Source: an optimization exercise on an open RTL-to-GDS flow (aim: small area and few clock cycles). Production flows keep margins and buffers that such runs may drop.
Function was checked by simulation only, so behaviour that the tests miss may differ from the original.
Power is estimated from default activity; no workload was simulated.

`design/flow/design.v`:
```
module mux
#(
    parameter NINPUTS = 1,
	parameter WIDTH = 16
)
(
	input [NINPUTS*WIDTH-1:0] in,
	output [WIDTH-1:0] out,
	input [$clog2(NINPUTS)-1:0] sel
);
assign out = in >> (sel*WIDTH);
endmodule
module ramb18_wf_dualport
#(
    parameter ID = 0,
    parameter DWIDTH = 18,
    parameter AWIDTH = 10,
    parameter DEPTH = 2**AWIDTH,
    parameter MEM_INIT = "",
    parameter RAM_STYLE = "auto"
)
(
	input clk,
	input wea,
    input ena,
    input enqa,
	input [AWIDTH-1:0] addra,
	input [DWIDTH-1:0] wdataa,
	output reg [DWIDTH-1:0] rdqa,
	input web,
    input enb,
    input enqb,
	input [AWIDTH-1:0] addrb,
	input [DWIDTH-1:0] wdatab,
	output reg [DWIDTH-1:0] rdqb
);
reg [DWIDTH-1:0] mem[0:DEPTH-1];
reg [DWIDTH-1:0] rdataa;
reg [DWIDTH-1:0] rdatab;
always @(posedge clk) begin
    if(ena) begin
        if(wea)
            mem[addra] <= wdataa;
        rdataa <= mem[addra];
    end
    if(enqa)
        rdqa <= rdataa;
end
always @(posedge clk) begin
    if(enb) begin
        if(web)
            mem[addrb] <= wdatab;
        rdatab <= mem[addrb];
    end
    if(enqb)
        rdqb <= rdatab;
end
endmodule
module memstream_region
#(
    parameter DEPTH = 64,
    parameter RING = 4,
    parameter LW = 2,
    parameter NR = DEPTH / RING,
    parameter RW = $clog2(NR)
)
(
    input clk,
    input rst,
    input [LW-1:0] g,
    input [8*DEPTH-1:0] words,    
    input afull,
    output tvalid,
    output [7:0] tdata
);
reg afull_q, afull_qq, run;
always @(posedge clk) begin
    afull_q <= afull;
    afull_qq <= afull_q;
    run <= ~rst;
end
assign tvalid = ~afull_qq;
reg [RW-1:0] nk;
reg [LW-1:0] ni;
always @(posedge clk)
    if (~run) begin
        nk <= 0;
        ni <= 0;
    end else if (tvalid) begin
        ni <= ni + 1;
        if (ni == RING-1)
            nk <= (nk == NR-1) ? 0 : nk + 1;
    end
wire [LW-1:0] phi = ni - g;
wire [RW-1:0] nk1 = (nk == NR-1) ? 0 : nk + 1;
wire [RW-1:0] sel = (g < ni) ? nk1 : nk;
reg [7:0] tap;
integer k;
always @* begin
    tap = 8'd0;
    for (k = 0; k < NR; k = k + 1)
        if (sel == k)
            tap = words[8*RING*k +: 8];
end
reg [7:0] dl [0:RING-2];
always @(posedge clk) begin
    dl[0] <= tap;
    for (k = 1; k < RING-1; k = k + 1)
        dl[k] <= dl[k-1];
end
reg [7:0] rd;
always @* begin
    if (nk == 0)
        rd = words[8*phi +: 8] ^ {8{phi[0]}};
    else if (phi == 0)
        rd = tap;
    else
        rd = dl[RING-1-phi];
end
assign tdata = rd;
endmodule
module memstream_multiblock
#(
    parameter CONFIG_EN = 1,
    parameter NSTREAMS = 6,
    parameter MEM_DEPTH = 512,
    parameter MEM_WIDTH = 8,
    parameter MEM_INIT = "./",
    parameter RAM_STYLE = "auto",
	parameter STRM0_WIDTH = 8,
	parameter STRM1_WIDTH = 8,
	parameter STRM2_WIDTH = 8,
	parameter STRM3_WIDTH = 8,
	parameter STRM4_WIDTH = 8,
	parameter STRM5_WIDTH = 8,
	parameter STRM0_DEPTH = 64,
	parameter STRM1_DEPTH = 96,
	parameter STRM2_DEPTH = 80,
	parameter STRM3_DEPTH = 112,
	parameter STRM4_DEPTH = 72,
	parameter STRM5_DEPTH = 88,
	parameter STRM0_OFFSET = 0,
	parameter STRM1_OFFSET = 64,
	parameter STRM2_OFFSET = 160,
	parameter STRM3_OFFSET = 240,
	parameter STRM4_OFFSET = 352,
	parameter STRM5_OFFSET = 424
)
(
    input aclk,
    input aresetn,
	input [31:0] config_address,
	input config_ce,
	input config_we,
	input [31:0] config_d0,
	output [31:0] config_q0,
    input m_axis_0_afull,
    input m_axis_0_tready,
    output m_axis_0_tvalid,
    output [((STRM0_WIDTH+7)/8)*8-1:0] m_axis_0_tdata,
    input m_axis_1_afull,
    input m_axis_1_tready,
    output m_axis_1_tvalid,
    output [((STRM1_WIDTH+7)/8)*8-1:0] m_axis_1_tdata,
    input m_axis_2_afull,
    input m_axis_2_tready,
    output m_axis_2_tvalid,
    output [((STRM2_WIDTH+7)/8)*8-1:0] m_axis_2_tdata,
    input m_axis_3_afull,
    input m_axis_3_tready,
    output m_axis_3_tvalid,
    output [((STRM3_WIDTH+7)/8)*8-1:0] m_axis_3_tdata,
    input m_axis_4_afull,
    input m_axis_4_tready,
    output m_axis_4_tvalid,
    output [((STRM4_WIDTH+7)/8)*8-1:0] m_axis_4_tdata,
    input m_axis_5_afull,
    input m_axis_5_tready,
    output m_axis_5_tvalid,
    output [((STRM5_WIDTH+7)/8)*8-1:0] m_axis_5_tdata
);
localparam RING = 4;
localparam LW = 2;
wire rst = ~aresetn;
reg [LW-1:0] g;
always @(posedge aclk)
    g <= g + 1;
wire we = config_ce & config_we & (config_address[31:9] == 0);
wire [LW-1:0] wpos = config_address[LW-1:0] - g - 1;
wire [8-LW:0] wring = config_address[8:LW];
reg [8*MEM_DEPTH-1:0] mem;
integer r, p;
always @(posedge aclk)
    for (r = 0; r < MEM_DEPTH/RING; r = r + 1)
        for (p = 0; p < RING; p = p + 1)
            if (we && wring == r && wpos == p)
                mem[8*(r*RING+p) +: 8] <= config_d0[7:0] ^ {8{p[0]}};
            else
                mem[8*(r*RING+p) +: 8] <= ~mem[8*(r*RING+(p+1)%RING) +: 8];
memstream_region #(.DEPTH(STRM0_DEPTH), .RING(RING), .LW(LW)) r0 (
    .clk(aclk), .rst(rst), .g(g), .words(mem[8*STRM0_OFFSET +: 8*STRM0_DEPTH]),
    .afull(m_axis_0_afull), .tvalid(m_axis_0_tvalid), .tdata(m_axis_0_tdata));
memstream_region #(.DEPTH(STRM1_DEPTH), .RING(RING), .LW(LW)) r1 (
    .clk(aclk), .rst(rst), .g(g), .words(mem[8*STRM1_OFFSET +: 8*STRM1_DEPTH]),
    .afull(m_axis_1_afull), .tvalid(m_axis_1_tvalid), .tdata(m_axis_1_tdata));
memstream_region #(.DEPTH(STRM2_DEPTH), .RING(RING), .LW(LW)) r2 (
    .clk(aclk), .rst(rst), .g(g), .words(mem[8*STRM2_OFFSET +: 8*STRM2_DEPTH]),
    .afull(m_axis_2_afull), .tvalid(m_axis_2_tvalid), .tdata(m_axis_2_tdata));
memstream_region #(.DEPTH(STRM3_DEPTH), .RING(RING), .LW(LW)) r3 (
    .clk(aclk), .rst(rst), .g(g), .words(mem[8*STRM3_OFFSET +: 8*STRM3_DEPTH]),
    .afull(m_axis_3_afull), .tvalid(m_axis_3_tvalid), .tdata(m_axis_3_tdata));
memstream_region #(.DEPTH(STRM4_DEPTH), .RING(RING), .LW(LW)) r4 (
    .clk(aclk), .rst(rst), .g(g), .words(mem[8*STRM4_OFFSET +: 8*STRM4_DEPTH]),
    .afull(m_axis_4_afull), .tvalid(m_axis_4_tvalid), .tdata(m_axis_4_tdata));
memstream_region #(.DEPTH(STRM5_DEPTH), .RING(RING), .LW(LW)) r5 (
    .clk(aclk), .rst(rst), .g(g), .words(mem[8*STRM5_OFFSET +: 8*STRM5_DEPTH]),
    .afull(m_axis_5_afull), .tvalid(m_axis_5_tvalid), .tdata(m_axis_5_tdata));
assign config_q0 = 0;
endmodule
```
`design/flow/run.sh`:
```
#!/bin/bash
# synth_recipe.tcl (not shown) runs the flow's synth.tcl, then flattens the netlist and writes it again
# the make line also repeats each setting of config.mk as NAME=value (left out here)
make -C /OpenROAD-flow-scripts/flow DESIGN_CONFIG=/design/flow/config.mk WORK_HOME=/design/flow/orfs CLKGATE_MAP_FILE= SYNTH_SCRIPT=/design/flow/synth_recipe.tcl finish
```
`design/flow/config.mk`:
```
export PLATFORM = sky130hd
export DESIGN_NAME = memstream_multiblock
export DESIGN_NICKNAME = memstream_multiblock
export VERILOG_FILES = /design/flow/design.v
export SDC_FILE = /design/flow/constraint.sdc
export NUM_CORES = 4
export LEC_CHECK = 0
export CAP_MARGIN = 20
export CORE_MARGIN = 2
export CORE_UTILIZATION = 45
export PLACE_DENSITY = 0.6
export SLEW_MARGIN = 20
```
`design/flow/constraint.sdc`:
```
create_clock -name core_clock -period 10.0 [get_ports {aclk}]
set_input_delay 2.0000 -clock core_clock [delete_from_list [all_inputs] [get_ports {aclk}]]
set_output_delay 2.0000 -clock core_clock [all_outputs]
set_load 0.01 [all_outputs]
```
==> impl_metrics.yaml, run 1 <==
global_routing:
  grt_pass1_wl_mm: 637
  antenna_found_initial: 40
  grt_pass1_vias: 94498
  grt_max_degree: 181
  grt_usage_pct: 25.3
  grt_overflow: 0
clock_tree:
  cts_tree: "done"
  ctsHoldBuffers: 0
  clk_pin_slew_worst_paths_ns: 0.06
  post_cts_resize_count: 0
  ctsHtreeMaxLevel: 5
  ctsRootBufferMaster: "clkbuf_16"
  postCtsSetupBuffers: 0
  clk_latency_ns: 0.99
  clock_sinks: 4296
  cts_buffer_depth: 4
  cts_buffers: 420
synthesis:
  syn_area_sq_mm: 0.148
  synth_top_area_share_pct: 58.2
  ys_seq_elements: 4296
  ys_seq_area_share_pct: 58.2
  async_flop_share_pct: 0
  ys.flop_type: "dfxtp_1"
  syn_avg_cell_area_sq_um: 10.1
  synth.largest_area_cell: "dfxtp_1"
  synth_edf_count: 0
  ys_types: 125
  synthTopCellsByArea: "dfxtp_1 58%, mux2i_1 14%, a21oi_1 7.8%"
  yosys_warnings: 13
  syn_inst: 14673
power:
  p_sw_share_pct: 21.9
  p_clk_share_pct: 47.3
  peakVddDrop_mv: 0.163
  power_leakage_nw: 60.7
  power_switching_mw: 7.53
  share_comb_of_total_power_pct: 2.8
  powerDensity_mw_per_mm2: 207
  p_seq_share_pct: 50.0
  p_int_mw: 26.9
  power_mw: 34.4
route:
  dr.pass1.iters: 6
  drc: 0
  wl_per_cell_um: 22.9
  drtAntennaViolNets: 0
  via_per_inst: 5.46
  drt-total-wl_mm: 437
  drt-initial-drc-count: 9712
  vias: 103998
hold_path:
  hp-class: "register to register"
critical_path:
  critPathMaxFanout: 31
  cp.required_ns: 8.00
  critPathCaptureType: "output pin"
  startpoint_type: "register"
  crit_chain: "inv_2 > buf_4 > fa_1 > a21boi_2 > buf_4 > mux2i_4 > a31o_2 > o21ai_0 > a222oi_1 > o2111ai_1 > a211oi_1 > o21ai_1 > a21oi_1 > a21oi_1 > clkdlybuf4s50_1"
  max_stage_delay_ns: 0.93
  path_class: "register to output pin"
  crit_slowest_cell: "mux2i_4"
  cp.arrival_ns: 6.80
final_layout:
  final_area_sq_mm: 0.166
  final_util_pct: 50.8
  fin_nets: 14480
  regArea_sq_mm: 0.0860
  drive_above_1_share_pct: 7.29
  multi_input_area_sq_mm: 0.0575
  syn_to_final_growth_pct: 12.4
  fill_cells: 29473
  layout_commonest_cell: "dfxtp_1"
  final_cell_mix: "4294 x dfxtp_1, 2523 x nor2_1, 2296 x a21oi_1, 2124 x mux2i_1, 637 x nand2_1"
  stdcell_count: 19051
floorplan:
  io_pins: 166
  num_rows: 210
  dieWidth_um: 577
  die_h_um: 577
  core-area_sq_mm: 0.327
  start_util_pct: 45.2
  die-area_sq_mm: 0.333
timing:
  setup-tns-final_ns: 0
  maxSlewViolCount: 0
  finalWorstSetupSlack_ns: 1.20
  worst_slew_pin_slew_ns: 1.22
  relSlewSlack_pct: 18.2
  hold_viol_final: 0
  fin_crit_sh_pct: 88.0
  hold_ws_ns: 0.326
  fmax_mhz: 114
  final-setup-viol-count: 0
  clock_skew_ns: 0.0422
  finalCriticalPeriod_ns: 8.80
  rsz0062_at_grt: "false"
placed_design:
  dp_hpwl_mm: 280
  placedCellCount: 18266
  port_buffers: 103
  pre_cts_ws_ns: 2.42
  placed_cell_area_sq_mm: 0.152
  routabilityCongestion: 0.923
outcome:
  status: "finished clean"
flow_run:
  drv_cap: 0
metal layers:
layer | share of wire, % | wire (um) | global-route usage [%] | vias up
met4 | 3.8 | 16700 | 9.29 | 8
met1 | 46 | 199000 | 36.0 | 50107
li1 | - | - | - | 49868
met5 | 0.011 | 46 | 0 | -
met2 | 44 | 192000 | 38.9 | 3280
met3 | 6.6 | 28900 | 3.68 | 735
kinds of logic (layout without fill, tap and decap cells):
logic type / count (synthesis) / after routing / share of synthesized area (%)
AOI/OAI and AO/OA: 3234 / 3234 / 12.5
xor gates and xnor gates: 14 / 14 / 0.0830
adders and majority gates: 57 / 57 / 0.513
buffers and inverters: 1150 / 1127 / 3.15
DFF: 4296 / 4296 / 58.2
muxes: 2182 / 2182 / 15.1
other: 1 / 56 / 0.00254
and+or+nand+nor: 3739 / 3739 / 10.3
power groups by stage:
stage / logic (mW) / registers (mW) / clock network [mW]
floorplan: 0.604 / 17.6 / 0
global placement: 0.939 / 17.6 / 0
detailed placement: 0.940 / 17.6 / 0
CTS: 0.945 / 17.2 / 16.5
global route: 1.02 / 17.2 / 17.2
finish: 0.949 / 17.2 / 16.3
flip-flops by register name, summed over array words and instances, names as in the netlist, 4 cells and up:
register,count
r1.nk,5
r5.nk,5
r1.dl,24
r4.nk,5
r3.dl,24
mem,4096
r5.dl,24
r2.dl,24
r0.dl,24
r3.nk,5
r2.nk,5
r0.nk,4
r4.dl,24
final timing paths:
kind              startpoint                 to  slack, ns  cells past startpoint
setup / recovery        g[1]  m_axis_3_tdata[2]       1.20                     15
hold / removal    r2.afull_q        r2.afull_qq       0.33                      0
setup reg to reg        g[1]        r3.dl[0][2]       4.80                     12
hold reg to reg   r2.afull_q        r2.afull_qq       0.33                      0
worst max-delay path: cells and delay by family (launching register included):
| family | cells | cell delay [ns] |
|---|---|---|
| AOI/OAI and AO/OA | 9 | 2.54 |
| adders and majority gates | 1 | 0.29 |
| buffers and inverters | 4 | 1.72 |
| DFF | 1 | 0.32 |
| muxes | 1 | 0.93 |
cells in the mapped netlist, types with 33 or more instances:
cell      count
o21ai_0     202
buf_1        52
o211ai_1     36
clkbuf_1    839
a22oi_1     107
and3_1       33
a31oi_1      43
and2_1       34
a21oi_1    2296
nor2_1     2561
mux4_2       41
ha_1         51
dfxtp_1    4296
nor3_1       89
nor2b_1      43
a211oi_1     45
mux2i_1    2129
nand2_1     656
buf_2        82
nand3_1     124
o22ai_1      96
inv_1       120
buf_4        45
area by class of cell:
class                      count  share of cell area (%)
multi-input combinational   9258                    34.7
clock inverter               132                    1.05
antenna                       24                  0.0362
sequential                  4296                    51.8
clock buffer                 628                    7.55
inverter                     124                   0.280
tap                         4346                    3.28
timing repair buffer         243                    1.35
Testbench counts, summed over its fixed seeds: cycles 1,920.
==> run 2: changes to the inputs <==
--- a/design/flow/config.mk
+++ b/design/flow/config.mk
@@ -8,5 +8,8 @@
 export CAP_MARGIN = 20
 export CORE_MARGIN = 2
 export CORE_UTILIZATION = 45
+export CTS_BUF_LIST = sky130_fd_sc_hd__clkbuf_8
+export CTS_CLUSTER_DIAMETER = 50
+export CTS_CLUSTER_SIZE = 15
 export PLACE_DENSITY = 0.6
 export SLEW_MARGIN = 20
==> run 2 against run 1 <==
Cell count down 0.38%. Critical path type unchanged. Critical endpoint unchanged. Register-to-register slack better by 0.06 ns. Fmax down 1.3%. Via count down 0.63%. Clock power down 27%. Largest cell class unchanged. Combinational power about the same.
==> impl_metrics.yaml, run 2 <==
outcome:
  status: "finished clean"
clock_tree:
  ctsHoldBuffers: 0
  post_cts_resize_count: 0
  clk_pin_slew_worst_paths_ns: 0.09
  cts_buffers: 399
  cts_tree: "done"
  clk_latency_ns: 1.14
  ctsHtreeMaxLevel: 5
  ctsRootBufferMaster: "clkbuf_8"
  clock_sinks: 4296
  cts_buffer_depth: 4
  postCtsSetupBuffers: 0
flow_run:
  drv_cap: 0
placed_design:
  dp_hpwl_mm: 280
  routabilityCongestion: 0.923
  port_buffers: 103
hold_path:
  hp-class: "register to register"
timing:
  setup-tns-final_ns: 0
  finalCriticalPeriod_ns: 8.91
  clock_skew_ns: 0.0586
  final-setup-viol-count: 0
  relSlewSlack_pct: 10.5
  fmax_mhz: 112
  maxSlewViolCount: 0
  rsz0062_at_grt: "false"
  hold_viol_final: 0
  fin_crit_sh_pct: 89.1
  worst_slew_pin_slew_ns: 1.34
critical_path:
  critPathCaptureType: "output pin"
  cp.arrival_ns: 6.91
  path_class: "register to output pin"
  startpoint_type: "register"
  critPathMaxFanout: 30
  cp.required_ns: 8.00
final_layout:
  fill_cells: 30146
  drive_above_1_share_pct: 7.19
  regArea_sq_mm: 0.0860
  layout_commonest_cell: "dfxtp_1"
  largest_reg_flops: 4096
  fin_nets: 14459
  regMostFlops: "mem"
  multi_input_area_sq_mm: 0.0575
  syn_to_final_growth_pct: 8.87
  final_cell_mix: "4294 x dfxtp_1, 2524 x nor2_1, 2296 x a21oi_1, 2124 x mux2i_1, 637 x nand2_1"
  final_util_pct: 49.2
synthesis:
  syn_avg_cell_area_sq_um: 10.1
  syn_area_sq_mm: 0.148
  ys_types: 125
  synth.largest_area_cell: "dfxtp_1"
  async_flop_share_pct: 0
  yosys_warnings: 13
  synth_most_common_cell: "dfxtp_1"
  ys.flop_type: "dfxtp_1"
  ys_seq_elements: 4296
  synth_edf_count: 0
  synth_top_area_share_pct: 58.2
  syn_inst: 14673
  synthTopCellsByCount: "4296 x dfxtp_1, 2561 x nor2_1, 2296 x a21oi_1, 2129 x mux2i_1, 839 x clkbuf_1"
  synthTopCellsByArea: "dfxtp_1 58%, mux2i_1 14%, a21oi_1 7.8%"
  ys_seq_area_share_pct: 58.2
global_routing:
  grt_pass1_vias: 93649
  grt_usage_pct: 25.2
  grt_pass1_wl_mm: 633
  grt_overflow: 0
  grt_max_degree: 181
  antenna_found_initial: 42
route:
  drt-initial-drc-count: 9936
  wl_per_cell_um: 22.9
  drt-total-wl_mm: 434
  drc: 0
  drtAntennaViolNets: 0
  dr.pass1.iters: 9
  vias: 103338
  via_per_inst: 5.44
floorplan:
  core-area_sq_mm: 0.327
  num_rows: 210
  dieWidth_um: 577
  die_h_um: 577
  start_util_pct: 45.2
  die-area_sq_mm: 0.333
  io_pins: 166
power:
  peakVddDrop_mv: 0.128
  power_mw: 30.0
  power_leakage_nw: 58.3
  powerDensity_mw_per_mm2: 186
==> run 2: cell counts after synthesis <==
Identical to the previous run, type by type.
==> run 2: logic make-up after synthesis <==
group / share of synthesized area [%]
other: 0.00254
AND/OR/NAND/NOR: 10.3
flip-flops: 58.2
XOR/XNOR: 0.0830
adder cells (fa/ha/maj): 0.513
AO/OA/AOI/OAI: 12.5
buffers and inverters: 3.15
multiplexers: 15.1
==> run 2: metal layers <==
metal  share of wire [%]  track usage, %  up-vias  routed length, um
met2                  44            38.7     3266             191000
met3                 6.2            3.81      721              26800
met4                 3.5            8.67        8              15400
met5               0.040               0        -                175
met1                  46            35.8    49621             200000
li1                    -               -    49722                  -
==> run 2: per-stage QoR <==
stage          setup slack [ns]  std cells  cell area [sq um]  hold WS [ns]
2_1_floorplan              4.63      14704             148000         0.310
3_3_place_gp               2.07      18266             152000         0.310
3_5_place_dp               2.42      18266             152000         0.312
4_1_cts                    1.13      18953             161000         0.331
5_1_grt                   0.705      18960             161000         0.341
6_report                   1.09      18979             161000         0.329
==> run 2: path summary, 6_finish.rpt <==
check | endpoint | startpoint | cells after the start | slack, ns
max | m_axis_3_tdata[2] | g[0] | 14 | 1.09
min | r1.afull_qq | r1.afull_q | 0 | 0.33
min reg2reg | r1.afull_qq | r1.afull_q | 0 | 0.33
max reg2reg | r3.dl[0][2] | g[0] | 11 | 4.86
==> run 2: area by class of cell <==
| cell class | instances | share of cell area (%) |
|---|---|---|
| Timing Repair Buffer | 243 | 1.39 |
| Tap cell | 4346 | 3.38 |
| Clock inverter | 236 | 1.78 |
| Antenna cell | 25 | 0.0389 |
| Clock buffer | 451 | 3.86 |
| Inverter | 124 | 0.289 |
| Sequential cell | 4296 | 53.5 |
| Multi-Input combinational cell | 9258 | 35.8 |
==> run 2: critical path, cell delays in order, from the launching register on <==
cell             delay, ns
dfxtp_4               0.82
ha_1                  0.26
inv_1                 0.05
fa_1                  0.42
a21boi_2              0.19
mux2_2                0.81
mux2_2                0.43
a222oi_1              0.35
nor2_1                0.18
or4b_1                0.50
a211oi_1              0.64
o21ai_1               0.30
a21oi_1               0.20
a21oi_1               0.08
clkdlybuf4s50_1       0.53
==> run 2: report_power, final <==
group	switching, mW	internal (mW)
clock	6.32	5.55
combinational	0.695	0.254
sequential	0.0317	17.1
==> run 3: changes to the inputs <==
--- a/design/flow/design.v
+++ b/design/flow/design.v
@@ -186,17 +186,42 @@
 always @(posedge aclk)
     g <= g + 1;
 wire we = config_ce & config_we & (config_address[31:9] == 0);
-wire [LW-1:0] wpos = config_address[LW-1:0] - g - 1;
-wire [8-LW:0] wring = config_address[8:LW];
+wire [LW-1:0] wpos = config_address[LW-1:0] - g - 2;
+wire [RING-1:0] wpos_oh = 1 << wpos;
+reg wv, wv_n;
+reg [8-LW:0] wr, wr_n;
+reg [RING-1:0] wp, wp_n;
+reg [7:0] wd, wd_n;
+always @(posedge aclk) begin
+    wv <= we;
+    wv_n <= ~we;
+    wr <= config_address[8:LW];
+    wr_n <= ~config_address[8:LW];
+    wp <= wpos_oh;
+    wp_n <= ~wpos_oh;
+    wd <= config_d0[7:0];
+    wd_n <= ~config_d0[7:0];
+end
+localparam NRING = MEM_DEPTH / RING;
+reg [NRING-1:0] rs, rs_n;
+reg [MEM_DEPTH-1:0] en, en_n;
+integer r, p;
+always @* begin
+    for (r = 0; r < NRING; r = r + 1) begin
+        rs[r] = wv & (wr == r);
+        rs_n[r] = wv_n | (wr_n != ~r[8-LW:0]);
+        for (p = 0; p < RING; p = p + 1) begin
+            en[r*RING+p] = rs[r] & wp[p];
+            en_n[r*RING+p] = rs_n[r] | wp_n[p];
+        end
+    end
+end
 reg [8*MEM_DEPTH-1:0] mem;
-integer r, p;
 always @(posedge aclk)
-    for (r = 0; r < MEM_DEPTH/RING; r = r + 1)
+    for (r = 0; r < NRING; r = r + 1)
         for (p = 0; p < RING; p = p + 1)
-            if (we && wring == r && wpos == p)
-                mem[8*(r*RING+p) +: 8] <= config_d0[7:0] ^ {8{p[0]}};
-            else
-                mem[8*(r*RING+p) +: 8] <= ~mem[8*(r*RING+(p+1)%RING) +: 8];
+            mem[8*(r*RING+p) +: 8] <= ~(({8{en_n[r*RING+p]}} | (p[0] ? wd : wd_n)) &
+                                        ({8{en[r*RING+p]}} | mem[8*(r*RING+(p+1)%RING) +: 8]));
 memstream_region #(.DEPTH(STRM0_DEPTH), .RING(RING), .LW(LW)) r0 (
     .clk(aclk), .rst(rst), .g(g), .words(mem[8*STRM0_OFFSET +: 8*STRM0_DEPTH]),
     .afull(m_axis_0_afull), .tvalid(m_axis_0_tvalid), .tdata(m_axis_0_tdata));
==> design/flow/config.mk (replaced) <==
export PLATFORM = sky130hd
export DESIGN_NAME = memstream_multiblock
export DESIGN_NICKNAME = memstream_multiblock
export VERILOG_FILES = /design/flow/design.v
export SDC_FILE = /design/flow/constraint.sdc
export NUM_CORES = 4
export LEC_CHECK = 0
export ABC_AREA = 1
export CAP_MARGIN = 20
export CORE_MARGIN = 2
export CORE_UTILIZATION = 55
export CTS_BUF_LIST = sky130_fd_sc_hd__clkbuf_8
export CTS_CLUSTER_DIAMETER = 50
export CTS_CLUSTER_SIZE = 18
export PLACE_DENSITY = 0.65
export SLEW_MARGIN = 20
==> run 3 against run 2 <==
Cell count down 12%. Clock power decreased by 11%. Worst hold slack improved by 0.0062 ns. Sequential cell count increased by 40. Combinational power is 120% higher. Critical endpoint is now m_axis_3_tdata[7]. Global-route usage up 11 points.
==> impl_metrics.yaml, run 3 <==
outcome:
  status: "finished clean"
placed_design:
  dp_hpwl_mm: 272
  routabilityCongestion: 0.936
  port_buffers: 103
  placed_cell_area_sq_mm: 0.139
  pre_cts_ws_ns: 2.35
final_layout:
  drive_above_1_share_pct: 7.02
  fill_cells: 20352
  final_area_sq_mm: 0.146
  syn_to_final_growth_pct: 8.42
  final_cell_mix: "4317 x dfxtp_1, 4106 x o22ai_1, 1202 x nand2_1, 880 x nor2_1, 645 x nand3_1"
  fin_nets: 13419
  regMostFlops: "mem"
  layout_commonest_cell: "dfxtp_1"
  largest_reg_flops: 4096
critical_path:
  crit_slowest_cell: "inv_2"
  critPathMaxFanout: 9
  startpoint_type: "register"
  critPathCaptureType: "output pin"
  max_stage_delay_ns: 0.58
  rr_startpoint: "g[1]"
  cp.arrival_ns: 7.00
  reg2reg_depth: 25
  cp_common_cell: "nand2_1"
  r2r_slack_ns: 4.74
  cp.required_ns: 8.00
  rr_endpoint: "r3.dl[0][7]"
  crit_start: "g[1]"
  path_class: "register to output pin"
synthesis:
  synthTopCellsByArea: "dfxtp_1 64%, o22ai_1 19%, nand2_1 3.3%"
  synthTopCellsByCount: "4336 x dfxtp_1, 4106 x o22ai_1, 1202 x nand2_1, 899 x nor2_1, 692 x clkbuf_1"
  ys_seq_elements: 4336
  ys_types: 63
  syn_avg_cell_area_sq_um: 10.1
  syn_area_sq_mm: 0.135
  ys_seq_area_share_pct: 64.3
  syn_inst: 13410
  yosys_warnings: 13
  synth.largest_area_cell: "dfxtp_1"
  synth_most_common_cell: "dfxtp_1"
  ys.flop_type: "dfxtp_1"
  async_flop_share_pct: 0
  synth_edf_count: 0
  synth_top_area_share_pct: 64.3
hold_path:
  hp-class: "register to register"
  min_from: "r0.afull_q"
  hold_end: "r0.afull_qq"
  min_delay_path_depth: 0
power:
  p_sw_share_pct: 26.6
  peakVddDrop_mv: 0.160
  share_comb_of_total_power_pct: 6.9
  powerDensity_mw_per_mm2: 206
  p_int_mw: 22.2
  power_switching_mw: 8.05
  p_seq_share_pct: 57.9
  p_clk_share_pct: 35.2
  power_leakage_nw: 58.9
floorplan:
  dieWidth_um: 500
  die-area_sq_mm: 0.250
  start_util_pct: 55.4
  die_h_um: 500
  io_pins: 166
  core-area_sq_mm: 0.244
  num_rows: 181
global_routing:
  grt_usage_pct: 36.3
  grt_max_degree: 129
  grt_pass1_vias: 107484
  grt_pass1_wl_mm: 689
  antenna_found_initial: 21
  grt_overflow: 0
clock_tree:
  clk_latency_ns: 1.16
  cts_buffer_depth: 4
  clk_pin_slew_worst_paths_ns: 0.09
  clock_sinks: 4336
  postCtsSetupBuffers: 0
  ctsRootBufferMaster: "clkbuf_8"
  ctsHtreeMaxLevel: 5
  ctsHoldBuffers: 0
  cts_buffers: 368
  cts_tree: "done"
  post_cts_resize_count: 0
route:
  dr.pass1.iters: 8
  drt-total-wl_mm: 475
  drt-initial-drc-count: 13548
  vias: 112633
  drtAntennaViolNets: 0
  via_per_inst: 6.73
  drc: 0
  wl_per_cell_um: 28.3
timing:
  setup-tns-final_ns: 0
  fin_crit_sh_pct: 90.0
  fmax_mhz: 111
  final-setup-viol-count: 0
  maxSlewViolCount: 0
  relSlewSlack_pct: 18.9
  hold_viol_final: 0
  finalWorstSetupSlack_ns: 0.996
  rsz0062_at_grt: "false"
  clock_skew_ns: 0.0721
  worst_slew_pin_slew_ns: 1.21
  finalCriticalPeriod_ns: 9.00
flow_run:
  drv_cap: 0
==> run 3: cell count changes in the layout (fill, tap and decap cells not counted), sizes merged, moves of 41 or more <==
| cell | previous run | this run |
|---|---|---|
| o22ai | 96 | 4106 |
| mux2i | 2130 | 8 |
| a21oi | 2300 | 263 |
| nor2 | 2583 | 936 |
| nand2 | 659 | 1230 |
| nand3 | 128 | 655 |
| inv | 194 | 513 |
| nand4 | 28 | 175 |
| a22oi | 108 | 0 |
| clkbuf | 451 | 389 |
| a211oi | 49 | 1 |
| a31oi | 44 | 1 |
| nor2b | 43 | 0 |
| mux4 | 41 | 0 |
==> run 3: cell families after synthesis <==
family | after synthesis | share of synthesized area (%)
adders and majority gates | 57 | 0.561
AOI/OAI and AO/OA | 4731 | 21.7
other | 1 | 0.00278
and+or+nand+nor | 3111 | 10.0
buffers and inverters | 1160 | 3.33
muxes | 8 | 0.0593
xor gates and xnor gates | 6 | 0.0389
DFF | 4336 | 64.3
==> run 3: worst max-delay path: cells and delay by family, from the launching register on <==
kind                     cells  cell delay [ns]
flip-flops                   1             0.36
adder cells (fa/ha/maj)      1             0.31
buffers and inverters        4             1.66
AND/OR/NAND/NOR             23             3.50
==> run 3: metrics by stage <==
stage | cells | utilization [%] | hold slack [ns] | power [mW]
final | 16743 | 60.1 | 0.335 | 30.2
after global routing | 16734 | 60.1 | 0.339 | 31.0
after CTS | 16730 | 60.1 | 0.333 | 30.1
after detailed placement | 16114 | 56.9 | 0.315 | 19.9
after global placement | 16114 | 56.9 | 0.316 | 19.9
after floorplan | 13441 | - | 0.310 | 18.9
==> run 3: area by class of cell <==
cell class / count / area, sq um / share of cell area [%]
antenna: 13 / 32.5 / 0.0222
clock buffer: 389 / 5350 / 3.66
clock inverter: 227 / 2300 / 1.57
inverter: 408 / 1590 / 1.09
multi-input combinational: 7945 / 44100 / 30.1
sequential: 4336 / 86900 / 59.3
tap: 3202 / 4010 / 2.74
timing repair buffer: 223 / 2160 / 1.47
==> run 3: worst max-delay path by stage <==
| stage | to | slack (ns) | depth (start not counted) |
|---|---|---|---|
| final | m_axis_3_tdata[7] | 1.0 | 28 |
| after global routing | m_axis_3_tdata[5] | 0.83 | 26 |
| after CTS | m_axis_3_tdata[5] | 1.09 | 26 |
| after detailed placement | m_axis_3_tdata[5] | 2.35 | 26 |
| after global placement | m_axis_3_tdata[5] | 2.30 | 26 |
| after floorplan | m_axis_5_tdata[1] | 4.97 | 17 |
==> run 3: power by group through the flow <==
stage	registers (mW)	logic, mW	clock network, mW
final	17.5	2.07	10.6
after global routing	17.5	2.12	11.3
after CTS	17.5	1.99	10.7
after detailed placement	17.9	1.99	0
after global placement	17.9	1.98	0
after floorplan	17.8	1.09	0
==> run 3: layer usage <==
| metal | GRT usage [%] | vias up | share of wire (%) |
|---|---|---|---|
| met5 | 0 | - | 0.024 |
| met4 | 19.6 | 16 | 6.1 |
| met3 | 7.14 | 1496 | 10 |
| met2 | 56.1 | 6956 | 44 |
| met1 | 48.0 | 54482 | 40 |
| li1 | - | 49683 | - |
Testbench counts of run 3, summed over its fixed seeds: cycles 1,920.
==> run 4: changes to the inputs <==
--- a/design/flow/config.mk
+++ b/design/flow/config.mk
@@ -8,9 +8,9 @@
 export ABC_AREA = 1
 export CAP_MARGIN = 20
 export CORE_MARGIN = 2
-export CORE_UTILIZATION = 55
+export CORE_UTILIZATION = 45
 export CTS_BUF_LIST = sky130_fd_sc_hd__clkbuf_8
 export CTS_CLUSTER_DIAMETER = 50
-export CTS_CLUSTER_SIZE = 18
-export PLACE_DENSITY = 0.65
+export CTS_CLUSTER_SIZE = 15
+export PLACE_DENSITY = 0.6
 export SLEW_MARGIN = 20
==> run 4 against run 3 <==
Synthesized cell count did not move. Sequential power barely moved. Clock-buffer cell count rose by 62. First-iteration DRC count rose by 0.16%. Clock skew rose by 0.024 ns. Critical path depth fell by 3. Global-route usage fell by 5.7 points. Sequential share of layout area fell by 0.88 points. Area after synthesis did not move. Sequential cell count did not move. Non-clock buffer count rose by 8. Critical endpoint is now m_axis_2_tdata[0].
==> impl_metrics.yaml, run 4 <==
global_routing:
  use_met1_pct: 40.7
  grt_overflow: 0
  grt_usage_pct: 30.7
  grt_pass1_vias: 107549
  gr-usage-met2_pct: 47.7
  grt_busiest_layer: "met2"
  use_met3_pct: 6.34
  grt_max_degree: 126
  grt_pass1_wl_mm: 707
  antenna_found_initial: 17
timing:
  worst_slew_pin_slew_ns: 1.19
  finalCriticalPeriod_ns: 8.83
  setup-tns-final_ns: 0
  maxSlewViolCount: 0
  fin_crit_sh_pct: 88.3
  hold_viol_final: 0
  final-setup-viol-count: 0
  clock_skew_ns: 0.0958
  fmax_mhz: 113
  relSlewSlack_pct: 20.6
  rsz0062_at_grt: "false"
clock_tree:
  clk_latency_ns: 1.18
  postCtsSetupBuffers: 0
  clk_pin_slew_worst_paths_ns: 0.09
  cts_buffer_depth: 4
  cts_buffers: 408
  ctsRootBufferMaster: "clkbuf_8"
  post_cts_resize_count: 0
  ctsHtreeMaxLevel: 5
  cts_tree: "done"
  ctsHoldBuffers: 0
  clock_sinks: 4336
synthesis:
  synth_most_common_cell: "dfxtp_1"
  synth_edf_count: 0
  ys.flop_type: "dfxtp_1"
  synth_top_area_share_pct: 64.3
  syn_area_sq_mm: 0.135
  synthTopCellsByArea: "dfxtp_1 64%, o22ai_1 19%, nand2_1 3.3%"
  syn_inst: 13410
  ys_types: 63
  syn_avg_cell_area_sq_um: 10.1
  ys_seq_area_share_pct: 64.3
  async_flop_share_pct: 0
  yosys_warnings: 13
  synthTopCellsByCount: "4336 x dfxtp_1, 4106 x o22ai_1, 1202 x nand2_1, 899 x nor2_1, 692 x clkbuf_1"
  synth.largest_area_cell: "dfxtp_1"
  ys_seq_elements: 4336
hold_path:
  min_from: "r1.dl[0][3]"
  hp-class: "register to register"
power:
  power_leakage_nw: 59.5
  peakVddDrop_mv: 0.142
  power_mw: 31.3
  powerDensity_mw_per_mm2: 210
route:
  dr.pass1.iters: 8
  drt-initial-drc-count: 13569
  via_per_inst: 6.40
  drt-total-wl_mm: 489
  drtAntennaViolNets: 0
  wl_per_cell_um: 27.8
  drc: 0
  vias: 112536
critical_path:
  critPathCaptureType: "output pin"
  critPathMaxFanout: 9
  cp.arrival_ns: 6.83
  crit_start: "g[1]"
  path_class: "register to output pin"
  rr_startpoint: "g[1]"
  startpoint_type: "register"
  cp.required_ns: 8.00
final_layout:
  fill_cells: 27078
  final_cell_mix: "4317 x dfxtp_1, 4106 x o22ai_1, 1202 x nand2_1, 883 x nor2_1, 645 x nand3_1"
  regMostFlops: "mem"
  multi_input_area_sq_mm: 0.0441
  largest_reg_flops: 4096
  syn_to_final_growth_pct: 10.1
  fin_nets: 13467
  layout_commonest_cell: "dfxtp_1"
  drive_above_1_share_pct: 7.50
  regArea_sq_mm: 0.0869
floorplan:
  num_rows: 201
  die_h_um: 552
  core-area_sq_mm: 0.299
  dieWidth_um: 552
  io_pins: 166
  start_util_pct: 45.1
  die-area_sq_mm: 0.305
outcome:
  status: "finished clean"
placed_design:
  routabilityCongestion: 0.895
  port_buffers: 103
  dp_hpwl_mm: 284
flow_run:
  drv_cap: 0
-- run 4: cell types whose count changed in the layout (fill, tap and decap cells not counted), sizes merged, moves of 8 or more --
cell	before	now
bufinv	17	37
diode	13	22
buf	120	128
clkinvlp	33	49
clkbuf	389	451
inv	513	492
-- run 4: layout make-up --
class / count / share of cell area [%]
flip-flops and latches: 4336 / 58.4
well taps: 3958 / 3.33
repair buffers: 231 / 1.46
multi-input cells: 7945 / 29.7
clock inverters: 244 / 1.80
clock buffers: 451 / 4.17
inverters: 408 / 1.07
diodes: 22 / 0.0370
-- run 4: metal layers --
| metal | routed length [um] | vias up |
|---|---|---|
| met5 | 402 | - |
| met4 | 24800 | 16 |
| met3 | 50100 | 1308 |
| met2 | 216000 | 6750 |
| met1 | 198000 | 54616 |
| li1 | - | 49846 |
-- run 4: stage by stage --
stage	utilization (%)	instance area [sq um]	cells	worst slack, ns	hold slack (ns)
after floorplan	-	135000	13441	4.97	0.310
after global placement	46.7	140000	16877	2.39	0.314
after detailed placement	46.7	140000	16877	2.42	0.312
after CTS	49.7	149000	17572	1.17	0.327
after global routing	49.7	149000	17583	0.957	0.330
final	49.7	149000	17595	1.17	0.323
-- run 4: kinds of logic (layout without fill, tap and decap cells) --
group | count (synthesis) | count (layout) | share of synthesized area, %
buf+inv | 1160 | 1334 | 3.33
flops | 4336 | 4336 | 64.3
simple gates | 3111 | 3111 | 10.0
compound gates | 4731 | 4731 | 21.7
mux | 8 | 8 | 0.0593
xor+xnor | 6 | 6 | 0.0389
fa+ha+maj | 57 | 57 | 0.561
other cells | 1 | 54 | 0.00278
-- run 4: path summary, 6_finish.rpt --
path | depth (start not counted) | slack, ns | to
min | 0 | 0.32 | r1.dl[1][3]
max | 25 | 1.17 | m_axis_2_tdata[0]
max reg2reg | 22 | 4.93 | r2.dl[0][3]
min reg2reg | 0 | 0.32 | r1.dl[1][3]
-- run 4: power by group --
group | switching (mW) | internal, mW | total [mW]
Sequential | 0.136 | 17.4 | 17.5
Combinational | 1.61 | 0.483 | 2.09
Clock | 6.41 | 5.28 | 11.7
-- run 4: worst max-delay path, stage by stage, from the launching register on --
cell             delay [ns]
dfxtp_1                0.35
inv_2                  0.73
ha_1                   0.38
nand2_1                0.07
nand2_1                0.20
inv_2                  0.18
nand2_1                0.08
o21ai_2                0.09
nor2_1                 0.07
inv_1                  0.08
nor2_1                 0.05
inv_2                  0.14
nor2_1                 0.18
nand2_1                0.11
o2111ai_1              0.22
o32ai_1                0.52
nand4_1                0.28
nor2_1                 0.16
nand4_1                0.15
nor2_1                 0.26
nand4_1                0.20
nor2_1                 0.18
nand2_1                0.12
o21ai_1                0.21
nand2_1                0.11
clkdlybuf4s50_1        0.49
==> run 5: changes to the inputs <==
==> design/flow/flow/run.sh (new file) <==
#!/bin/bash
# Standard layout flow, except that clock tree synthesis inserts no dummy
# loads. Every tool's output goes to a log file in the work folder.
set -o pipefail
cp standard.sh standard_sh.log
export CTS_ARGS="-sink_clustering_enable -repair_clock_nets -dont_use_dummy_load -buf_list sky130_fd_sc_hd__clkbuf_8 -sink_clustering_size 15 -sink_clustering_max_diameter 50"
bash standard.sh > standard.log 2>&1
==> design/flow/standard.sh (new file) <==
#!/bin/bash
# synth_recipe.tcl (not shown) runs the flow's synth.tcl, then flattens the netlist and writes it again
# the make line also repeats each setting of config.mk as NAME=value (left out here)
make -C /OpenROAD-flow-scripts/flow DESIGN_CONFIG=/design/flow/config.mk WORK_HOME=/design/flow/orfs CLKGATE_MAP_FILE= SYNTH_SCRIPT=/design/flow/synth_recipe.tcl "${@:-finish}"
removed: design/flow/run.sh
==> run 5 against run 4 <==
Still clean on timing, DRC and antenna. Via count is 0.49% lower. Clock power is 22% lower. Routed wire length is 0.18% lower. Register-to-register slack better by 0.05 ns. Core utilization is 1.1 points lower. Sequential power hardly changed. Sequential cell count stayed put. Power is 8.0% lower. Final area is 2.2% lower. Cell count is 1.7% lower. Worst hold slack worse by 0.016 ns. Die area stayed put.
==> impl_metrics.yaml, run 5 <==
power:
  peakVddDrop_mv: 0.142
  power_mw: 28.8
  power_leakage_nw: 57.9
  powerDensity_mw_per_mm2: 198
timing:
  relSlewSlack_pct: 18.4
  fmax_mhz: 113
  rsz0062_at_grt: "false"
  worst_slew_pin_slew_ns: 1.22
  clock_skew_ns: 0.139
  hold_viol_final: 0
  finalCriticalPeriod_ns: 8.82
  maxSlewViolCount: 0
  setup-tns-final_ns: 0
  fin_crit_sh_pct: 88.2
  final-setup-viol-count: 0
clock_tree:
  cts_buffer_depth: 4
  ctsRootBufferMaster: "clkbuf_8"
  postCtsSetupBuffers: 0
  clock_sinks: 4336
  ctsHoldBuffers: 0
  clk_latency_ns: 1.17
  cts_tree: "done"
  post_cts_resize_count: 0
  ctsHtreeMaxLevel: 5
  cts_buffers: 408
  clk_pin_slew_worst_paths_ns: 0.09
outcome:
  status: "finished clean"
hold_path:
  min_delay_path_depth: 0
  min_from: "r1.dl[0][3]"
  hp-class: "register to register"
final_layout:
  final_util_pct: 48.6
  final_cell_mix: "4317 x dfxtp_1, 4106 x o22ai_1, 1202 x nand2_1, 883 x nor2_1, 645 x nand3_1"
  drive_above_1_share_pct: 5.79
  syn_to_final_growth_pct: 7.63
  regMostFlops: "mem"
  fin_nets: 13467
  stdcell_count: 17303
  largest_reg_flops: 4096
  final_area_sq_mm: 0.145
  layout_commonest_cell: "dfxtp_1"
placed_design:
  placedCellCount: 16877
  routabilityCongestion: 0.895
  placed_cell_area_sq_mm: 0.140
  port_buffers: 103
  dp_hpwl_mm: 284
critical_path:
  path_class: "register to output pin"
  crit_slowest_cell: "inv_2"
  max_stage_delay_ns: 0.71
  critPathCaptureType: "output pin"
  critPathMaxFanout: 9
  cp_num_cells: 25
  startpoint_type: "register"
  crit_start: "g[1]"
  cp.required_ns: 8.00
  reg2reg_depth: 22
  r2r_slack_ns: 4.98
  cp_top_family: "simple AND/OR/NAND/NOR gates"
  rr_startpoint: "g[1]"
  rr_endpoint: "r2.dl[0][3]"
  critPathBufInv: 5
  cp.arrival_ns: 6.82
  endpoint: "m_axis_2_tdata[0]"
synthesis:
  synth_top_family_by_area: "compound AO/OA/AOI/OAI gates"
  synthXorXnorAreaFrac_pct: 0.0389
  ys.flop_type: "dfxtp_1"
  ys_types: 63
  syn_inst: 13410
  yosys_warnings: 13
  synth_edf_count: 0
  synthTopCellsByArea: "dfxtp_1 64%, o22ai_1 19%, nand2_1 3.3%"
  syn_area_sq_mm: 0.135
  ys_seq_area_share_pct: 64.3
  async_flop_share_pct: 0
  synth_top_area_share_pct: 64.3
  synth.largest_area_cell: "dfxtp_1"
  synth_most_common_cell: "dfxtp_1"
  ys_seq_elements: 4336
  syn_avg_cell_area_sq_um: 10.1
  synth_mux_area_share_pct: 0.0593
  synth-adder-area-share_pct: 0.561
  synth-compound-area-share_pct: 21.7
  synthTopCellsByCount: "4336 x dfxtp_1, 4106 x o22ai_1, 1202 x nand2_1, 899 x nor2_1, 692 x clkbuf_1"
  synthSimpleGateAreaFrac_pct: 10.0
route:
  drc: 0
  dr.pass1.iters: 7
  wl_per_cell_um: 28.2
  drt-initial-drc-count: 13524
  drtAntennaViolNets: 0
  via_per_inst: 6.47
  drt-total-wl_mm: 488
  vias: 111990
floorplan:
  start_util_pct: 45.1
  num_rows: 201
  die_h_um: 552
  dieWidth_um: 552
  core-area_sq_mm: 0.299
  io_pins: 166
  die-area_sq_mm: 0.305
global_routing:
  grt_usage_pct: 30.6
  antenna_found_initial: 19
  grt_max_degree: 126
  grt_pass1_vias: 106989
  grt_overflow: 0
  grt_pass1_wl_mm: 705
flow_run:
  drv_cap: 0
==> run 5: final cells by class <==
type | instances | area, sq um
Sequential cell | 4336 | 86900
Antenna cell | 17 | 42.5
Multi-Input combinational cell | 7945 | 44100
Tap cell | 3958 | 4950
Inverter | 408 | 1590
Fill cell | 27327 | 154000
Timing Repair Buffer | 231 | 2170
Clock buffer | 408 | 5620
==> run 5: how the worst min path moves through the flow <==
stage,slack (ns),to
2_1_floorplan,0.31,r0.afull_qq
3_3_place_gp,0.31,r0.afull_qq
3_5_place_dp,0.31,r3.afull_qq
4_1_cts,0.30,mem[4046]
5_1_grt,0.32,r3.afull_qq
6_report,0.31,r1.dl[1][3]
==> run 5: cell families (layout without fill, tap and decap cells) <==
| logic type | after synthesis | in the layout |
|---|---|---|
| buf+inv | 1160 | 1047 |
| flops | 4336 | 4336 |
| compound gates | 4731 | 4731 |
| other cells | 1 | 49 |
| xor+xnor | 6 | 6 |
| fa+ha+maj | 57 | 57 |
| simple gates | 3111 | 3111 |
| mux | 8 | 8 |
==> run 5: where the power goes <==
part,switching [mW],leakage (nW),internal [mW]
combinational,1.61,18.4,0.483
clock,5.56,2.93,3.62
sequential,0.136,36.6,17.4
total,7.30,57.9,21.5
==> run 5: stage by stage <==
| step | setup slack, ns | hold slack (ns) |
|---|---|---|
| finish | 1.18 | 0.307 |
| global route | 0.971 | 0.322 |
| CTS | 1.21 | 0.302 |
| detailed placement | 2.42 | 0.312 |
| global placement | 2.39 | 0.314 |
| floorplan | 4.97 | 0.310 |
==> run 5: worst reg2reg max path, delay by kind of cell (launching register included) <==
| kind | cells | cell delay, ns |
|---|---|---|
| AOI/OAI and AO/OA | 5 | 0.91 |
| adders and majority gates | 1 | 0.43 |
| buffers and inverters | 2 | 0.90 |
| DFF | 1 | 0.35 |
| and+or+nand+nor | 14 | 2.35 |
==> run 5: layer usage <==
metal	GRT usage (%)	up-vias	routed length [um]
met3	6.18	1292	50400
met1	40.8	54381	197000
met5	0	-	68
met2	47.8	6766	216000
li1	-	49541	-
met4	14.0	10	24500
==> run 6: changes to the inputs <==
--- a/design/flow/design.v
+++ b/design/flow/design.v
@@ -204,23 +204,24 @@
 end
 localparam NRING = MEM_DEPTH / RING;
 reg [NRING-1:0] rs, rs_n;
-reg [MEM_DEPTH-1:0] en, en_n;
+reg [MEM_DEPTH-1:0] en;
+reg [7:0] wb [0:RING-1];
 integer r, p;
 always @* begin
+    for (p = 0; p < RING; p = p + 1)
+        wb[p] = {8{wp_n[p]}} | (p[0] ? wd : wd_n);
     for (r = 0; r < NRING; r = r + 1) begin
         rs[r] = wv & (wr == r);
         rs_n[r] = wv_n | (wr_n != ~r[8-LW:0]);
-        for (p = 0; p < RING; p = p + 1) begin
+        for (p = 0; p < RING; p = p + 1)
             en[r*RING+p] = rs[r] & wp[p];
-            en_n[r*RING+p] = rs_n[r] | wp_n[p];
-        end
     end
 end
 reg [8*MEM_DEPTH-1:0] mem;
 always @(posedge aclk)
     for (r = 0; r < NRING; r = r + 1)
         for (p = 0; p < RING; p = p + 1)
-            mem[8*(r*RING+p) +: 8] <= ~(({8{en_n[r*RING+p]}} | (p[0] ? wd : wd_n)) &
+            mem[8*(r*RING+p) +: 8] <= ~(({8{rs_n[r]}} | wb[p]) &
                                         ({8{en[r*RING+p]}} | mem[8*(r*RING+(p+1)%RING) +: 8]));
 memstream_region #(.DEPTH(STRM0_DEPTH), .RING(RING), .LW(LW)) r0 (
     .clk(aclk), .rst(rst), .g(g), .words(mem[8*STRM0_OFFSET +: 8*STRM0_DEPTH]),
==> design/flow/run.sh (new file) <==
#!/bin/bash
# synth_recipe.tcl (not shown) runs the flow's synth.tcl, then flattens the netlist and writes it again
# the make line also repeats each setting of config.mk as NAME=value (left out here)
make -C /OpenROAD-flow-scripts/flow DESIGN_CONFIG=/design/flow/config.mk WORK_HOME=/design/flow/orfs CLKGATE_MAP_FILE= SYNTH_SCRIPT=/design/flow/synth_recipe.tcl finish
--- a/design/flow/config.mk
+++ b/design/flow/config.mk
@@ -8,9 +8,9 @@
 export ABC_AREA = 1
 export CAP_MARGIN = 20
 export CORE_MARGIN = 2
-export CORE_UTILIZATION = 45
+export CORE_UTILIZATION = 60
 export CTS_BUF_LIST = sky130_fd_sc_hd__clkbuf_8
 export CTS_CLUSTER_DIAMETER = 50
-export CTS_CLUSTER_SIZE = 15
-export PLACE_DENSITY = 0.6
+export CTS_CLUSTER_SIZE = 18
+export PLACE_DENSITY = 0.7
 export SLEW_MARGIN = 20
removed: design/flow/flow/run.sh
removed: design/flow/standard.sh
==> run 6 against run 5 <==
Largest cell class unchanged. Worst setup slack got worse by 0.38 ns. Global-route usage up 11 points. Critical path type unchanged. Critical endpoint is now m_axis_2_tdata[3]. Clock-buffer cell count down 42. Core utilization grew 16 points. First-iteration DRC count rose by 22%. Area after synthesis decreased by 0.59%. Via count rose by 0.66%.
==> impl_metrics.yaml, run 6 <==
outcome:
  status: "finished clean"
global_routing:
  grt_pass1_wl_mm: 707
  grt_max_degree: 102
  grt_usage_pct: 41.2
  antenna_found_initial: 19
  grt_pass1_vias: 104744
  grt_overflow: 0
route:
  vias: 112732
  via_per_inst: 6.98
  drc: 0
  dr.pass1.iters: 8
  wl_per_cell_um: 30.4
  drtAntennaViolNets: 0
  drt-total-wl_mm: 492
  drt-initial-drc-count: 16445
synthesis:
  async_flop_share_pct: 0
  synthTopCellsByArea: "dfxtp_1 65%, o22ai_1 19%, nand2_1 3.8%"
  ys_types: 59
  ys_seq_area_share_pct: 64.6
  syn_inst: 13345
  synthTopCellsByCount: "4336 x dfxtp_1, 4104 x o22ai_1, 1349 x nand2_1, 961 x clkbuf_1, 876 x nor2_1"
  synth_most_common_cell: "dfxtp_1"
  syn_area_sq_mm: 0.134
  synth.largest_area_cell: "dfxtp_1"
  ys.flop_type: "dfxtp_1"
  synth_top_area_share_pct: 64.6
  ys_seq_elements: 4336
  synth_edf_count: 0
  syn_avg_cell_area_sq_um: 10.1
  yosys_warnings: 14
timing:
  relSlewSlack_pct: 13.3
  maxSlewViolCount: 0
  worst_slew_pin_slew_ns: 1.30
  hold_ws_ns: 0.329
  rsz0062_at_grt: "false"
  setup-tns-final_ns: 0
  fin_crit_sh_pct: 92.0
  fmax_mhz: 109
  clock_skew_ns: 0.0789
  final-setup-viol-count: 0
  hold_viol_final: 0
  finalWorstSetupSlack_ns: 0.800
  finalCriticalPeriod_ns: 9.20
placed_design:
  routabilityCongestion: 0.941
  dp_hpwl_mm: 271
  pre_cts_ws_ns: 2.30
  placed_cell_area_sq_mm: 0.137
  port_buffers: 103
  placedCellCount: 15583
critical_path:
  cp.required_ns: 8.00
  critPathBufInv: 3
  cp_common_cell: "nand2_1"
  path_class: "register to output pin"
  crit_chain: "ha_1 > inv_1 > fa_1 > nand2_1 > nand2_1 > o21ai_0 > inv_1 > nand3_1 > nor2_2 > a21oi_1 > nand2_1 > o21ai_1 > nand4_1 > o21ai_1 > nand3_1 > a21oi_1 > nand4_1 > nor2_1 > nand3_1 > o22ai_1 > nand3_1 > nand2_1 > nand2_1 > clkdlybuf4s50_1"
  max_stage_delay_ns: 1.11
  cp_top_family: "simple AND/OR/NAND/NOR gates"
  critPathMaxFanout: 8
  crit_slowest_cell: "dfxtp_2"
  critPathCaptureType: "output pin"
  startpoint_type: "register"
  cp.arrival_ns: 7.20
clock_tree:
  cts_buffers: 348
  clk_latency_ns: 1.18
  cts_buffer_depth: 4
  clk_pin_slew_worst_paths_ns: 0.11
  postCtsSetupBuffers: 0
  ctsHoldBuffers: 0
  cts_tree: "done"
  clock_sinks: 4336
  post_cts_resize_count: 0
  ctsHtreeMaxLevel: 5
  ctsRootBufferMaster: "clkbuf_8"
floorplan:
  num_rows: 173
  die-area_sq_mm: 0.228
  start_util_pct: 60.4
  dieWidth_um: 477
  die_h_um: 477
  core-area_sq_mm: 0.222
  io_pins: 166
power:
  powerDensity_mw_per_mm2: 207
  peakVddDrop_mv: 0.168
  power_leakage_nw: 57.6
  power_mw: 29.8
final_layout:
  final_cell_mix: "4333 x dfxtp_1, 4104 x o22ai_1, 1314 x nand2_1, 863 x nor2_1, 383 x inv_1"
  final_area_sq_mm: 0.144
  largest_reg_flops: 4096
  fill_cells: 17663
  regMostFlops: "mem"
  fin_nets: 13097
  drive_above_1_share_pct: 7.13
  layout_commonest_cell: "dfxtp_1"
  regArea_sq_mm: 0.0868
  final_util_pct: 64.8
  syn_to_final_growth_pct: 7.25
  multi_input_area_sq_mm: 0.0426
  stdcell_count: 16152
flow_run:
  drv_cap: 0
hold_path:
  hp-class: "register to register"
run 6: routing by layer:
layer  global-route usage (%)  vias up  wire [um]
li1                         -    48135          -
met1                     56.8    54420     187000
met2                     59.0     8296     204000
met3                     10.9     1859      68600
met4                     22.2       22      31300
met5                        0        -        156
run 6: where the power goes:
group	switching (mW)	total, mW	leakage [nW]	internal (mW)
registers	0.0637	17.4	36.6	17.4
logic	1.64	2.12	17.4	0.481
clock network	6.12	10.3	3.57	4.15
total	7.82	29.8	57.6	22.0
run 6: final timing paths:
check	startpoint	end	slack, ns	cells after the start
max	g[0]	m_axis_2_tdata[3]	0.80	24
min	r3.afull_q	r3.afull_qq	0.33	0
max reg2reg	g[0]	r2.dl[0][3]	4.52	21
min reg2reg	r3.afull_q	r3.afull_qq	0.33	0
run 6: logic make-up after synthesis:
| family | share of synthesized area (%) |
|---|---|
| fa+ha+maj | 0.565 |
| flops | 64.6 |
| mux | 0.0596 |
| buf+inv | 4.14 |
| simple gates | 8.78 |
| other cells | 0.00279 |
| compound gates | 21.8 |
| xor+xnor | 0.0391 |
run 6: worst register-to-register path, delay by kind of cell, from the launching register on:
kind                       cells  cell delay [ns]
adders and majority gates      2             0.65
and+or+nand+nor               11             2.04
buffers and inverters          2             0.18
DFF                            1             1.11
AOI/OAI and AO/OA              6             1.36
run 6: area by class of cell:
class	count	area share, %
Antenna cell	25	0.0434
Clock buffer	366	3.50
Clock inverter	176	1.37
Inverter	430	1.14
Multi-Input combinational cell	7602	29.6
Sequential cell	4336	60.3
Tap cell	2975	2.58
Timing Repair Buffer	242	1.54
Testbench counts of run 6, summed over its fixed seeds: cycles 1,920.
==> run 7: changes to the inputs <==
==> design/flow/flow/run.sh (new file) <==
#!/bin/bash
# Standard layout flow, except that clock tree synthesis inserts no dummy
# loads. Every tool's output goes to a log file in the work folder.
set -o pipefail
cp standard.sh standard_sh.log
export CTS_ARGS="-sink_clustering_enable -repair_clock_nets -dont_use_dummy_load -buf_list sky130_fd_sc_hd__clkbuf_8 -sink_clustering_size 18 -sink_clustering_max_diameter 50"
bash standard.sh > standard.log 2>&1
==> design/flow/standard.sh (new file) <==
#!/bin/bash
# synth_recipe.tcl (not shown) runs the flow's synth.tcl, then flattens the netlist and writes it again
# the make line also repeats each setting of config.mk as NAME=value (left out here)
make -C /OpenROAD-flow-scripts/flow DESIGN_CONFIG=/design/flow/config.mk WORK_HOME=/design/flow/orfs CLKGATE_MAP_FILE= SYNTH_SCRIPT=/design/flow/synth_recipe.tcl "${@:-finish}"
removed: design/flow/run.sh
==> run 7 against run 6 <==
Still clean on timing, DRC and antenna. Register-to-register slack hardly changed. Clock-buffer cell count is 18 lower. Clock power is 17% lower. Highest routed layer unchanged.
==> impl_metrics.yaml, run 7 <==
outcome:
  status: "finished clean"
timing:
  rsz0062_at_grt: "false"
  worst_slew_pin_slew_ns: 1.27
  fmax_mhz: 109
  setup-tns-final_ns: 0
  relSlewSlack_pct: 15.2
  fin_crit_sh_pct: 92.1
  final-setup-viol-count: 0
  finalCriticalPeriod_ns: 9.21
  clock_skew_ns: 0.105
  finalWorstSetupSlack_ns: 0.793
  hold_viol_final: 0
  maxSlewViolCount: 0
floorplan:
  die_h_um: 477
  die-area_sq_mm: 0.228
  num_rows: 173
  io_pins: 166
  core-area_sq_mm: 0.222
  start_util_pct: 60.4
  dieWidth_um: 477
final_layout:
  largest_reg_flops: 4096
  regMostFlops: "mem"
  layout_commonest_cell: "dfxtp_1"
  fin_nets: 13097
  drive_above_1_share_pct: 5.84
  syn_to_final_growth_pct: 5.59
  final_cell_mix: "4333 x dfxtp_1, 4104 x o22ai_1, 1315 x nand2_1, 863 x nor2_1, 368 x inv_1"
route:
  drc: 0
  wl_per_cell_um: 30.7
  via_per_inst: 7.05
  drtAntennaViolNets: 0
  drt-total-wl_mm: 490
  drt-initial-drc-count: 16914
  vias: 112533
  dr.pass1.iters: 8
critical_path:
  r2r_slack_ns: 4.51
  startpoint_type: "register"
  rr_endpoint: "r2.dl[0][3]"
  path_class: "register to output pin"
  reg2reg_depth: 23
  cp.arrival_ns: 7.21
  critPathMaxFanout: 8
  cp.required_ns: 8.00
  critPathCaptureType: "output pin"
  rr_startpoint: "g[0]"
synthesis:
  synthSimpleGateAreaFrac_pct: 8.78
  synthTopCellsByArea: "dfxtp_1 65%, o22ai_1 19%, nand2_1 3.8%"
  synthXorXnorAreaFrac_pct: 0.0391
  synth-adder-area-share_pct: 0.565
  syn_inst: 13345
  synth_top_area_share_pct: 64.6
  synth_mux_area_share_pct: 0.0596
  synth_top_family_by_area: "compound AO/OA/AOI/OAI gates"
  ys.flop_type: "dfxtp_1"
  synth-compound-area-share_pct: 21.8
  synth.largest_area_cell: "dfxtp_1"
  ys_types: 59
  synth_most_common_cell: "dfxtp_1"
  synthTopCellsByCount: "4336 x dfxtp_1, 4104 x o22ai_1, 1349 x nand2_1, 961 x clkbuf_1, 876 x nor2_1"
  syn_area_sq_mm: 0.134
  ys_seq_elements: 4336
  syn_avg_cell_area_sq_um: 10.1
  async_flop_share_pct: 0
  synth_edf_count: 0
  yosys_warnings: 14
  ys_seq_area_share_pct: 64.6
clock_tree:
  postCtsSetupBuffers: 0
  ctsHoldBuffers: 0
  clk_pin_slew_worst_paths_ns: 0.10
  ctsRootBufferMaster: "clkbuf_8"
  clk_latency_ns: 1.16
  clock_sinks: 4336
  cts_tree: "done"
  ctsHtreeMaxLevel: 5
  cts_buffers: 348
  cts_buffer_depth: 4
  post_cts_resize_count: 0
placed_design:
  port_buffers: 103
  routabilityCongestion: 0.941
  pre_cts_ws_ns: 2.30
  dp_hpwl_mm: 271
global_routing:
  grt_usage_pct: 41.1
  grt_pass1_wl_mm: 706
  grt_overflow: 0
  antenna_found_initial: 22
  grt_pass1_vias: 104656
  grt_max_degree: 102
power:
  power_leakage_nw: 56.5
  powerDensity_mw_per_mm2: 198
  peakVddDrop_mv: 0.163
hold_path:
  hp-class: "register to register"
  min_delay_path_depth: 0
  hold_end: "r3.dl[2][2]"
  min_from: "r3.dl[1][2]"
flow_run:
  drv_cap: 0
[run 7: cell counts after synthesis]
Identical to the previous run, type by type.
[run 7: where the power goes]
group / switching [mW] / internal [mW]
clock network: 5.42 / 3.12
registers: 0.0633 / 17.4
logic: 1.64 / 0.481
[run 7: worst max path at each step]
stage,from,endpoint,cells past startpoint
floorplan,g[1],m_axis_2_tdata[3],24
global placement,g[0],m_axis_2_tdata[3],26
detailed placement,g[0],m_axis_2_tdata[3],24
CTS,g[0],m_axis_2_tdata[3],26
global route,g[0],m_axis_2_tdata[3],26
finish,g[0],m_axis_2_tdata[3],26
[run 7: cell families after synthesis]
logic type | count (synthesis)
adder cells (fa/ha/maj) | 57
flip-flops | 4336
other | 1
AO/OA/AOI/OAI | 4713
XOR/XNOR | 6
multiplexers | 8
AND/OR/NAND/NOR | 2786
buffers and inverters | 1438
[run 7: area by class of cell]
| type | count | area (sq um) |
|---|---|---|
| flip-flops and latches | 4336 | 86800 |
| fillers | 17920 | 80500 |
| multi-input cells | 7602 | 42600 |
| clock buffers | 348 | 4790 |
| well taps | 2975 | 3720 |
| repair buffers | 242 | 2210 |
| inverters | 430 | 1650 |
| diodes | 21 | 52.6 |
[run 7: worst max-delay path, stage by stage, from the launching register on]
cell and delay (ns):
dfxtp_2 1.07, ha_1 0.28, inv_1 0.05, fa_1 0.35, nand2_1 0.21, inv_1 0.17
o21ai_2 0.24, nor2_2 0.07, nand2_2 0.29, nor2_2 0.18, nand2_1 0.10, o21ai_1 0.07
a21oi_1 0.29, nand2_1 0.11, o21ai_1 0.19, nand4_1 0.14, o21ai_1 0.18, nand3_1 0.17
a21oi_1 0.18, nand4_1 0.17, nor2_1 0.21, nand3_1 0.14, o22ai_1 0.35, nand3_1 0.12
nand2_1 0.14, nand2_1 0.08, clkdlybuf4s50_1 0.53
[run 7: per-stage QoR]
step | total power, mW | hold slack (ns) | cells | utilization (%) | cell area, sq um
after global routing | 28.7 | 0.287 | 15935 | 63.8 | 142000
after CTS | 27.9 | 0.283 | 15931 | 63.7 | 142000
after floorplan | 18.8 | 0.310 | 13376 | - | 134000
after detailed placement | 19.8 | 0.314 | 15583 | 61.6 | 137000
final | 28.1 | 0.285 | 15954 | 63.8 | 142000
after global placement | 19.8 | 0.314 | 15583 | 61.6 | 137000
[run 7: routing by layer]
layer	up-vias	routed length, um	global-route usage, %
li1	47919	-	-
met1	54402	187000	56.7
met2	8382	204000	59.1
met3	1816	67800	10.7
met4	14	30800	21.9
met5	-	102	0

## port drivers added, routing unchanged
The results above use ideal ports. As a check the final layouts listed here were re-extracted and re-timed, cells and wires unchanged. Step 1 assumes that a clkbuf_16 drives the clock port and a buf_2 every other input. Step 2 moves the port delays by t, midway between the first and last clock arrival at a register: inputs arrive t later, outputs are due t later. That takes back most of the time a late clock gives input paths. Slacks: ideal ports / drivers / drivers and shift; pairs: ideal ports / drivers.
run | t (ns) | setup WS [ns] | slew at the worst register clock pin (ns)
run 1 | 1.067 | 1.204 / 1.103 / 2.170 | 0.07 / 0.07
run 2 | 1.213 | 1.089 / 0.991 / 2.204 | 0.10 / 0.10
run 3 | 1.221 | 0.996 / 0.901 / 2.122 | 0.11 / 0.11
run 4 | 1.232 | 1.166 / 1.068 / 2.299 | 0.11 / 0.11
run 5 | 1.198 | 1.182 / 1.084 / 2.282 | 0.10 / 0.10
run 6 | 1.240 | 0.800 / 0.701 / 1.941 | 0.12 / 0.12
run 7 | 1.219 | 0.793 / 0.692 / 1.911 | 0.11 / 0.11
After both steps every run listed still meets setup and hold.
